Source: an optimization exercise on an open RTL-to-GDS flow (aim: small area, a short achievable clock period and few clock cycles). Production flows keep margins and buffers that such runs may drop.
Only simulation tests tie the RTL to the original design; equivalence was not proved.

Design mv_mul, start of the top module:
module mv_mul #(
    parameter SHAPE_M       = 2,
    parameter SHAPE_N       = 8,
    parameter ELEMENT_WIDTH = 9,
    parameter CTRL_C_WIDTH  = 16,
    parameter DEPTH_WARP    = 4
) (
    input  wire                              clk,
    input  wire                              rst_n,
    input  wire [SHAPE_M*SHAPE_N*ELEMENT_WIDTH-1:0]  a_i,
    input  wire [SHAPE_N*ELEMENT_WIDTH-1:0]  b_i,
    input  wire [2:0]                        rm_i,
    input  wire [7:0]                        ctrl_reg_idxw_i,
    input  wire [DEPTH_WARP-1:0]             ctrl_warpid_i,
    input  wire                              in_valid_i,
    output reg                               in_ready_o,
    output reg                               out_valid_o,
    input  wire                              out_ready_i,
    output reg  [SHAPE_M*ELEMENT_WIDTH-1:0]  result_o,
    output reg  [4:0]                        fflags_o
);
    reg [9:0]  ph;           
    reg        ph0;
    reg        top;          
    wire       acc = in_valid_i & in_ready_o;
    always @(posedge clk or negedge rst_n) begin
        if (!rst_n) begin
            ph0        <= 1'b1;
            ph         <= 10'd0;
            in_ready_o <= 1'b0;
            top        <= 1'b0;
        end else begin
            ph0        <= !in_valid_i | ph[9];
            ph         <= in_valid_i ? {ph[8:0], ph0} : 10'd0;
            in_ready_o <= in_valid_i & ph[8];
            top        <= in_valid_i & (ph[4] | ph[8]);
        end
    end
    always @(posedge clk or negedge rst_n) begin
        if (!rst_n)
            out_valid_o <= 1'b0;
        else if (acc)
            out_valid_o <= 1'b1;
        else if (out_ready_i)
            out_valid_o <= 1'b0;
    end
    wire [7:0] slot = {ph[6:0], ph0};
    wire [3:0] csel = slot[3:0] | slot[7:4];
    reg  [8:0] ma0, ma1, mb0, mb1;
    integer t;
    always @(*) begin
        ma0 = 9'd0; ma1 = 9'd0; mb0 = 9'd0; mb1 = 9'd0;
        for (t = 0; t < 8; t = t + 1) begin
            ma0 = ma0 | ({9{slot[t]}} & a_i[(t[2]*8 + {t[0], t[1]})*9 +: 9]);
            ma1 = ma1 | ({9{slot[t]}} & a_i[(t[2]*8 + {t[0], t[1]} + 4)*9 +: 9]);
  ...
Size in the first run: roughly 1300 cells after synthesis, roughly 85 flip-flops, roughly 260 I/O pins, ~8900 sq um of cells after synthesis.
Settings: LEC_CHECK=0, ABC_AREA=1, CAP_MARGIN=20, CORE_MARGIN=2, CORE_UTILIZATION=50, SETUP_SLACK_MARGIN=3, SLEW_MARGIN=20; clock period 10.0 ns.
run.sh (not shown) runs the stock make flow with config.mk's settings and CLKGATE_MAP_FILE= SYNTH_SCRIPT=/design/flow/synth_recipe.tcl, a recipe that flattens the netlist after the stock synthesis.
The starting point completed with no timing, DRC or antenna violations.
Testbench counts at the start, summed over its fixed seeds: cycles 22,536.
Change:
--- a/flow/config.mk
+++ b/flow/config.mk
@@ -11 +11 @@
-export CORE_UTILIZATION = 50
+export CORE_UTILIZATION = 40
Result: The changed run finished with timing, DRC and antenna clean. Core utilization drops by 13 points. Area after synthesis stays the same. Count of clock-buffer cells in the layout drops by 3. Sequential share of layout area drops by 0.28 points. Maximum frequency climbs slightly. Sequential cell count is unchanged. Setup slack gets better by 0.080 ns. Die area climbs by a quarter to a third.
Change:
==> flow/flow/run.sh (new file) <==
#!/bin/bash
# The standard layout (the standard.sh: floorplan, power grid, placement,
# CTS, routing) with two changes:
# - synthesis is the standard one (synth_recipe.tcl, same registers and names)
#   except for the combinational mapping: no full-adder extraction, no
#   Kogge-Stone adder map, and ABC script flow/map.abc (logic rewriting, then area-oriented mapping with upsizing)
#   (flow/my_synth.tcl);
# - the buffers that placement puts on every input and output port are the
#   plain sky130 buf_1 instead of the default clkdlybuf4s50 delay cell.
set -euo pipefail
W=$PWD
FLOW_SYNTH_TCL=$W/synth_recipe.tcl bash standard.sh \
  SYNTH_SCRIPT=$W/flow/my_synth.tcl ADDER_MAP_FILE= SYNTH_OPERATIONS_ARGS=-nofsm \
  'BUFFER_PORTS_ARGS=-buffer_cell sky130_fd_sc_hd__buf_1' finish > standard_flow.log 2>&1
==> flow/flow/map.abc (new file) <==
strash
dc2
balance
rewrite
refactor
balance
rewrite
rewrite -z
balance
refactor -z
rewrite -z
balance
dc2
balance
rewrite
refactor
balance
rewrite
rewrite -z
balance
refactor -z
rewrite -z
balance
dch -f
map -a {D}
topo
buffer
upsize {D}
dnsize {D}
==> flow/flow/my_synth.tcl (new file) <==
# Synthesis script for flow/run.sh: synth_recipe.tcl (the standard synthesis,
# named by FLOW_SYNTH_TCL) with the technology mapping done by flow/map.abc
# instead of ORFS's abc_area/abc_speed script. Registers are untouched: ABC
# only maps the combinational logic.
set map_script [file join [file dirname [file normalize [info script]]] map.abc]
proc abc {args} {
  set i [lsearch -exact $args -script]
  if {$i >= 0} { set args [lreplace $args $i [expr {$i + 1}]] }
  yosys abc -script $::map_script {*}$args
}
source $::env(FLOW_SYNTH_TCL)
==> flow/standard.sh (new file) <==
#!/bin/bash
# synth_recipe.tcl (not shown) runs the flow's synth.tcl, then flattens the netlist and writes it again
# the make line also repeats each setting of config.mk as NAME=value (left out here)
make -C /OpenROAD-flow-scripts/flow DESIGN_CONFIG=/design/flow/config.mk WORK_HOME=/design/flow/orfs CLKGATE_MAP_FILE= SYNTH_SCRIPT=/design/flow/synth_recipe.tcl "${@:-finish}"
--- a/flow/config.mk
+++ b/flow/config.mk
@@ -12 +12 @@
-export SETUP_SLACK_MARGIN = 3
+export SETUP_SLACK_MARGIN = 4
removed: flow/run.sh
Via count rises by 2.6%.
Change:
--- a/flow/config.mk
+++ b/flow/config.mk
@@ -12 +12,2 @@
-export SETUP_SLACK_MARGIN = 4
+export PLACE_DENSITY = 0.8
+export SETUP_SLACK_MARGIN = 3
What happened:
- area after synthesis does not change
- count of clock-buffer cells in the layout came out lower by 1
- final cell count came out lower by 4.0%
- routed wire length came out lower by 2.5%
- cell area came out lower by about 12%

---

mv_mul again, from the RTL that the note above started with.
Settings: LEC_CHECK=0, ABC_AREA=1, CAP_MARGIN=20, CORE_MARGIN=2, CORE_UTILIZATION=40, SETUP_SLACK_MARGIN=3, SLEW_MARGIN=20; clock period 10.0 ns.
standard.sh (not shown) runs the stock make flow with config.mk's settings and CLKGATE_MAP_FILE= SYNTH_SCRIPT=/design/flow/synth_recipe.tcl, a recipe that flattens the netlist after the stock synthesis.
==> flow/flow/run.sh <==
#!/bin/bash
# The standard layout (the standard.sh: standard synthesis, floorplan, power
# grid, placement, CTS, routing), with one change: the buffers that placement
# puts on every input and output port are the plain sky130 buf_1 instead of the
# tool's default pick (a clkdlybuf4s50 delay cell).
set -euo pipefail
bash standard.sh 'BUFFER_PORTS_ARGS=-buffer_cell sky130_fd_sc_hd__buf_1' finish > standard_flow.log 2>&1
The baseline produced a clean layout.
Testbench counts at the start, summed over its fixed seeds: cycles 22,536.
Change:
==> flow/run.sh (new file) <==
#!/bin/bash
# synth_recipe.tcl (not shown) runs the flow's synth.tcl, then flattens the netlist and writes it again
# the make line also repeats each setting of config.mk as NAME=value (left out here)
make -C /OpenROAD-flow-scripts/flow DESIGN_CONFIG=/design/flow/config.mk WORK_HOME=/design/flow/orfs CLKGATE_MAP_FILE= SYNTH_SCRIPT=/design/flow/synth_recipe.tcl finish
- CORE_UTILIZATION: 40 -> 65
removed: flow/flow/run.sh
removed: flow/standard.sh
What happened:
- The changed run died in global routing on GRT-0232
- area after synthesis is unchanged
- synthesized cell count is unchanged
Change:
- CORE_UTILIZATION: 65 -> 40
- SETUP_SLACK_MARGIN: 3 -> 2
The changed run ran to the end with no violations.
Synthesized area is unchanged.
Synthesized cell count is unchanged.

---

mv_mul, a different RTL version from the one above (not shown whole).
Size in the first run: about 1300 cells after synthesis, ~76 flip-flops, about 260 I/O pins, ~8200 sq um of cells after synthesis.
clock: 10.0 ns
lec_check: 0
abc_area: 1
cap_margin: 20
core_margin: 2
core_utilization: 45
cts_buf_list: sky130_fd_sc_hd__clkbuf_4 sky130_fd_sc_hd__clkbuf_8
setup_slack_margin: 3
slew_margin: 20
==> flow/flow/run.sh <==
#!/bin/bash
# The standard layout (the standard.sh: floorplan, power grid, placement,
# CTS, routing) with two changes:
# - synthesis is the standard one (synth_recipe.tcl, same registers and names)
#   except for the combinational mapping: no full-adder extraction, no
#   Kogge-Stone adder map, and ABC script flow/map.abc (logic rewriting, then area-oriented mapping with upsizing)
#   (flow/my_synth.tcl);
# - the buffers that placement puts on every input and output port are the
#   plain sky130 buf_1 instead of the default clkdlybuf4s50 delay cell.
set -euo pipefail
W=$PWD
FLOW_SYNTH_TCL=$W/synth_recipe.tcl bash standard.sh \
  SYNTH_SCRIPT=$W/flow/my_synth.tcl ADDER_MAP_FILE= SYNTH_OPERATIONS_ARGS=-nofsm \
  'BUFFER_PORTS_ARGS=-buffer_cell sky130_fd_sc_hd__buf_1' finish > standard_flow.log 2>&1
==> flow/flow/map.abc <==
strash
dc2
balance
rewrite
refactor
balance
rewrite
rewrite -z
balance
refactor -z
rewrite -z
balance
dc2
balance
rewrite
refactor
balance
rewrite
rewrite -z
balance
refactor -z
rewrite -z
balance
dch -f
map -a {D}
topo
buffer
upsize {D}
dnsize {D}
==> flow/flow/my_synth.tcl <==
# Synthesis script for flow/run.sh: synth_recipe.tcl (the standard synthesis,
# named by FLOW_SYNTH_TCL) with the technology mapping done by flow/map.abc
# instead of ORFS's abc_area/abc_speed script. Registers are untouched: ABC
# only maps the combinational logic.
set map_script [file join [file dirname [file normalize [info script]]] map.abc]
proc abc {args} {
  set i [lsearch -exact $args -script]
  if {$i >= 0} { set args [lreplace $args $i [expr {$i + 1}]] }
  yosys abc -script $::map_script {*}$args
}
source $::env(FLOW_SYNTH_TCL)
The first run ran to the end with no violations.
Testbench counts at the start, summed over its fixed seeds: cycles 22,536.
Then changed:
Settings changed: CORE_UTILIZATION 45 to 40.
After rerunning: Utilization fell by 5.5 points; area after synthesis does not change; sequential cell count is unchanged; die area rises by 12%; non-clock buffer count increases by 3; clock skew came out lower by 4.6 ps; via count rose by 1.3%.
Then changed:
Settings changed: CTS_BUF_LIST sky130_fd_sc_hd__clkbuf_4 sky130_fd_sc_hd__clkbuf_8 to not set.
Effect:
- count of clock-buffer cells in the layout stays the same
- final cell count is unchanged
- area after synthesis does not change
- wire length is higher slightly
Then changed:
Settings changed: CORE_UTILIZATION 40 to 45, CTS_BUF_LIST set to sky130_fd_sc_hd__clkbuf_4 sky130_fd_sc_hd__clkbuf_8, SETUP_SLACK_MARGIN 3 to 3.25.
=>
- synthesized cell count is unchanged
- via count is lower slightly
- core utilization goes up by 5.3 points
- global-route usage rose by 1.1 points
- clock-buffer cell count drops by 1
- clock skew goes up by 7.1 ps
- cell count drops by a few percent
- register-to-register slack is better by 200 ps
- routed wire length fell by a few percent

[separate check: timing with driven ports]
In the flow no input, the clock included, has a driving cell. The finished layouts below were timed again as built, in two steps. Step 1, drivers: a clkbuf_16 drives clk and a buf_2 each remaining input, both assumed. Step 2 adds t to the input delays and takes it off the output delays; t is the mean of the earliest and latest rising clock arrival at the registers after step 1. Input paths then give back, and output paths get back, about the clock's delay inside the block. a / b / c = ideal ports / drivers / drivers and shift; a / b = the first two.
run	shift t [ns]	setup slack, ns	worst setup path after step 2
the first run of note 1	0.366	3.293 / 3.293 / 3.098	input to register
the second run of note 1	0.361	3.373 / 3.385 / 3.024	input to register
the third run of note 1	0.376	4.114 / 4.114 / 4.019	input to register
the fourth run of note 1	0.365	3.490 / 3.490 / 3.246	input to register
the first run of note 2	0.362	3.389 / 3.389 / 3.321	input to register
the third run of note 2	0.363	2.668 / 2.668 / 2.668	register to register
the first run of note 3	0.366	3.699 / 3.699 / 3.402	input to register
the second run of note 3	0.378	3.672 / 3.672 / 3.513	input to register
the third run of note 3	0.367	3.699 / 3.699 / 3.535	input to register
the fourth run of note 3	0.367	3.724 / 3.734 / 3.367	input to register
After both steps every run listed still meets setup and hold. The setup slack of the fourth run of note 3, which loses most, moves by +0.010 ns with the drivers and by -0.357 ns with both steps.
